Context: an optimization exercise on an open-source flow, tuned for small area and a short achievable clock period. The choices shown serve that exercise and are no tape-out recipe. RTL that was checked went through simulation tests only; none was proved equivalent to the original.

Setup of north:
==> flow/design.v <==
`timescale 1ns / 1ps
module CompareAndShift32Bit (
    input  [30:0] a,
    input  [30:0] b,
    input         sub,
    output        a_ge_b,
    output [7:0]  exp_x,
    output [22:0] frac_x,
    output [23:0] man_x,
    output [23:0] al_man_y
);
    wire [7:0] ea = a[30:23];
    wire [7:0] eb = b[30:23];
    wire [7:0] ep = ~(ea ^ eb);
    wire [7:0] eg = ea & ~eb;
    reg  [7:0] EG, EP;
    integer l, j;
    always @(*) begin
        EG = eg;
        EP = ep;
        for (l = 0; l < 3; l = l + 1)
            for (j = 0; j < 8; j = j + 1)
                if (((j >> l) & 1) == 1) begin
                    EG[j] = EG[j] | (EP[j] & EG[((j >> l) << l) - 1]);
                    EP[j] = EP[j] & EP[((j >> l) << l) - 1];
                end
    end
    wire exp_gt = EG[7];
    wire exp_eq = EP[7];
    reg [22:0] gg, tt;
    integer s, i;
    always @(*) begin
        gg = a[22:0] & ~b[22:0];
        tt = a[22:0] | ~b[22:0];
        for (s = 1; s < 23; s = s * 2)
            for (i = 2*s - 1; i < 23; i = i + 2*s) begin
                gg[i] = gg[i] | (tt[i] & gg[i-s]);
                tt[i] = tt[i] & tt[i-s];
            end
        gg[22] = gg[22] | (tt[22] & (gg[21] | (tt[21] & (gg[19] | (tt[19] & gg[15])))));
        tt[22] = tt[22] & tt[21] & tt[19] & tt[15];
    end
    wire frac_ge = gg[22] | tt[22];
    assign a_ge_b = exp_gt | (exp_eq & frac_ge);
    assign exp_x  = a_ge_b ? ea : eb;
    assign frac_x = a_ge_b ? a[22:0] : b[22:0];
    assign man_x  = {exp_x != 8'd0, frac_x};
    wire [7:0]  shift = ep ^ (exp_gt ? {EG[6:0] | EP[6:0], 1'b1} : ~{EG[6:0], 1'b0});
    wire [22:0] frac_y = a_ge_b ? b[22:0] : a[22:0];
    wire        hid_y  = a_ge_b ? (eb != 8'd0) : (ea != 8'd0);
    wire [23:0] man_y  = {hid_y, frac_y} ^ {24{sub}};
    wire [15:0] f = {16{sub}};
    wire [23:0] s0 = shift[0] ? {f[0],    man_y[23:1]} : man_y;
    wire [23:0] s1 = shift[1] ? {f[1:0],  s0[23:2]}    : s0;
    wire [23:0] s2 = shift[2] ? {f[3:0],  s1[23:4]}    : s1;
    wire [23:0] s3 = shift[3] ? {f[7:0],  s2[23:8]}    : s2;
    wire [23:0] s4 = shift[4] ? {f[15:0], s3[23:16]}   : s3;
    assign al_man_y = (shift[7:5] != 3'd0) ? {24{sub}} : s4;
endmodule
`timescale 1ns / 1ps
module Addition32Bit (
    input         sub,
    input  [23:0] x,
    input  [23:0] y,
    output [24:0] res
);
    wire [23:0] p = x ^ y;
    wire [23:0] g = x & y;
    reg  [23:0] G, P;
    integer s, i;
    always @(*) begin
        G = {g[23:1], g[0] | (p[0] & sub)};
        P = p;
        for (s = 1; s < 24; s = s * 2)
            for (i = 2*s - 1; i < 24; i = i + 2*s) begin
                G[i] = G[i] | (P[i] & G[i-s]);
                P[i] = P[i] & P[i-s];
            end
        for (s = 8; s >= 1; s = s / 2)
            for (i = 3*s - 1; i < 24; i = i + 2*s) begin
                G[i] = G[i] | (P[i] & G[i-s]);
                P[i] = P[i] & P[i-s];
            end
    end
    assign res[23:0] = p ^ {G[22:0], sub};
    assign res[24]   = G[23] & ~sub;
endmodule
`timescale 1ns / 1ps
module Normalization32Bit (
    input  [24:0] res,
    input  [7:0]  exp_base,
    output [22:0] man_res,
    output [7:0]  exp_res,
    output        overflow
);
    wire [7:0] e = exp_base + 8'd1;
    wire [31:0] r = {res, 7'h7f};
    wire z16 = (r[31:16] == 16'd0);
    wire [15:0] q1 = z16 ? r[15:0] : r[31:16];
    wire z8 = (q1[15:8] == 8'd0);
    wire [7:0] q2 = z8 ? q1[7:0] : q1[15:8];
    wire z4 = (q2[7:4] == 4'd0);
    wire [3:0] q3 = z4 ? q2[3:0] : q2[7:4];
    wire z2 = (q3[3:2] == 2'd0);
    wire [1:0] q4 = z2 ? q3[1:0] : q3[3:2];
    wire z1 = ~q4[1];
    wire [4:0] lz = {z16, z8, z4, z2, z1};
    wire big = e[7:5] != 3'd0;
    wire [4:0] k;
    wire [5:0] lt, gt;  
    assign lt[5] = big;
    assign gt[5] = 1'b0;
    genvar i;
    generate
        for (i = 4; i >= 0; i = i - 1) begin : g_min
            assign k[i] = gt[i+1] ? e[i] : (lt[i+1] ? lz[i] : (lz[i] & e[i]));
            assign lt[i] = lt[i+1] | (~gt[i+1] & ~lz[i] & e[i]);
            assign gt[i] = gt[i+1] | (~lt[i+1] & lz[i] & ~e[i]);
        end
    endgenerate
    wire [24:0] n = res << k;
    assign exp_res = n[24] ? e - {3'd0, k} : 8'd0;
    assign man_res = n[23:1];
    assign overflow = (exp_base == 8'd254) & res[24];
endmodule
`timescale 1ns / 1ps
module adder_32bit(
    input clk,
    input rst,
    input [31:0] i_a,
    input [31:0] i_b,
    input i_vld,
    output [31:0] o_res,
    output reg o_res_vld,
    output overflow
);
wire sign_a = i_a[31];
wire sign_b = i_b[31];
wire        a_ge_b;
wire [7:0]  exp_x;
wire [22:0] frac_x;
wire [23:0] man_x, al_man_y;
wire [24:0] res;
CompareAndShift32Bit u_CompareAndShift32Bit (
    .a(i_a[30:0]),
    .b(i_b[30:0]),
    .sub(sign_a ^ sign_b),
    .a_ge_b(a_ge_b),
    .exp_x(exp_x),
    .frac_x(frac_x),
    .man_x(man_x),
    .al_man_y(al_man_y)
);
Addition32Bit u_Addition32Bit (
    .sub(sign_a ^ sign_b),
    .x(man_x),
    .y(al_man_y),
    .res(res)
);
wire exp_a_max = &i_a[30:23];
wire exp_b_max = &i_b[30:23];
wire special   = exp_a_max | exp_b_max;
wire nan_res   = (|frac_x) | (exp_a_max & exp_b_max & (sign_a ^ sign_b));
wire x_zero    = (exp_x == 8'd0) & (frac_x == 23'd0);
wire sign_res  = a_ge_b ? (sign_a & ~x_zero) : sign_b;
reg [24:0] r_res;
reg [7:0]  r_exp;
reg        r_sign, r_nan;
always @(posedge clk or posedge rst) begin
    if (rst) begin
        r_res <= 25'b0;
        r_exp <= 8'b0;
        r_sign <= 1'b0;
        r_nan <= 1'b0;
        o_res_vld <= 1'b0;
    end else begin
        r_res <= res;
        r_exp <= exp_x;
        r_sign <= sign_res & ~(special & nan_res);
        r_nan <= special & nan_res;
        o_res_vld <= i_vld;
    end
end
wire        r_special = &r_exp;
wire [22:0] man_res;
wire [7:0]  exp_res;
wire        operation_overflow;
Normalization32Bit u_Normalization32Bit (
    .res(r_res),
    .exp_base(r_exp),
    .man_res(man_res),
    .exp_res(exp_res),
    .overflow(operation_overflow)
);
assign o_res[31]    = r_sign;
assign o_res[30:23] = exp_res | {8{r_special}};
assign o_res[22]    = r_special ? r_nan : man_res[22];
assign o_res[21:0]  = man_res[21:0] & {22{~r_special}};
assign overflow     = r_special | operation_overflow;
endmodule
clock: 40.0 ns
lec_check: 0
abc_area: 1
cap_margin: 20
core_margin: 2
core_utilization: 40
slew_margin: 20
standard.sh (not shown) runs the stock make flow with config.mk's settings and CLKGATE_MAP_FILE= SYNTH_SCRIPT=/design/flow/synth_recipe.tcl, a recipe that flattens the netlist after the stock synthesis.
==> flow/flow/run.sh <==
#!/bin/bash
# The standard ORFS layout with two changes:
#  - plain buf_1 cells as the port buffers,
#  - timing repair aimed at setup slack >= 26 ns.
set -euo pipefail
bash standard.sh BUFFER_PORTS_ARGS="-buffer_cell sky130_fd_sc_hd__buf_1" \
    SETUP_SLACK_MARGIN=26 finish > make_finish.log 2>&1
For south, these inputs were changed with respect to north:
--- a/flow/design.v
+++ b/flow/design.v
@@ -88,12 +88,11 @@
 `timescale 1ns / 1ps
 module Normalization32Bit (
     input  [24:0] res,
-    input  [7:0]  exp_base,
+    input  [7:0]  e,
     output [22:0] man_res,
     output [7:0]  exp_res,
     output        overflow
 );
-    wire [7:0] e = exp_base + 8'd1;
     wire [31:0] r = {res, 7'h7f};
     wire z16 = (r[31:16] == 16'd0);
     wire [15:0] q1 = z16 ? r[15:0] : r[31:16];
@@ -121,7 +120,7 @@
     wire [24:0] n = res << k;
     assign exp_res = n[24] ? e - {3'd0, k} : 8'd0;
     assign man_res = n[23:1];
-    assign overflow = (exp_base == 8'd254) & res[24];
+    assign overflow = (e == 8'd255) & res[24];
 endmodule
 `timescale 1ns / 1ps
 module adder_32bit(
@@ -164,30 +163,31 @@
 wire x_zero    = (exp_x == 8'd0) & (frac_x == 23'd0);
 wire sign_res  = a_ge_b ? (sign_a & ~x_zero) : sign_b;
 reg [24:0] r_res;
-reg [7:0]  r_exp;
-reg        r_sign, r_nan;
+reg [7:0]  r_exp;   
+reg        r_sign, r_special, r_nan;
 always @(posedge clk or posedge rst) begin
     if (rst) begin
         r_res <= 25'b0;
         r_exp <= 8'b0;
         r_sign <= 1'b0;
+        r_special <= 1'b0;
         r_nan <= 1'b0;
         o_res_vld <= 1'b0;
     end else begin
         r_res <= res;
-        r_exp <= exp_x;
+        r_exp <= exp_x + 8'd1;
+        r_special <= special;
         r_sign <= sign_res & ~(special & nan_res);
         r_nan <= special & nan_res;
         o_res_vld <= i_vld;
     end
 end
-wire        r_special = &r_exp;
 wire [22:0] man_res;
 wire [7:0]  exp_res;
 wire        operation_overflow;
 Normalization32Bit u_Normalization32Bit (
     .res(r_res),
-    .exp_base(r_exp),
+    .e(r_exp),
     .man_res(man_res),
     .exp_res(exp_res),
     .overflow(operation_overflow)
Results
south ended with every stage complete and zero timing, DRC or antenna violations. Area after synthesis | south above north. When south is measured against north, its critical path depth turns out 4 higher. On placed cell area: between south and north, it ends up higher for south. Diff north -> south | synthesized cell count | up by a few percent. Sort south and north by count of sequential standard cells, descending, and south comes first. On finished layout cell area, the lower figure sits with north, not south. [compare] base=north new=south: total number of vias went up; time the worst path needs with I/O delays and setup moved down; number of fill cells neither gained nor lost much; multiplexer area fraction after synthesis neither gained nor lost much; setup slack after layout rose 0.19 ns.
Only the layout flow was run in south; the RTL was not checked for function there.

==> what the ideal ports hide <==
In the flow no input, the clock included, has a driving cell. The finished layouts below were timed again as built, in two steps.
Step 1 (the two cells are an assumption about what drives the block):
set clk [get_ports {clk}]
set_driving_cell -lib_cell sky130_fd_sc_hd__clkbuf_16 $clk
set_driving_cell -lib_cell sky130_fd_sc_hd__buf_2 [delete_from_list [all_inputs] $clk]
Step 2 times the ports against the registers' clock, not the clock port: input delays grow and output delays shrink by t, the midpoint of the rising clock arrivals with the driver on.
a / b / c = ideal / step 1 / step 2; a / b = the first two.
run	t (ns)	slack for setup (ns)	worst data-port slew with drivers (ns)	cell pins on the clock port's net
north	0.309	26.236 / 26.248 / 25.939	0.05	1
south	0.309	26.429 / 26.432 / 26.122	0.05	1
After both steps setup and hold are still met in every run listed. For south, which loses most, drivers alone change the setup slack by +0.003 ns; drivers and shift together by -0.307 ns.
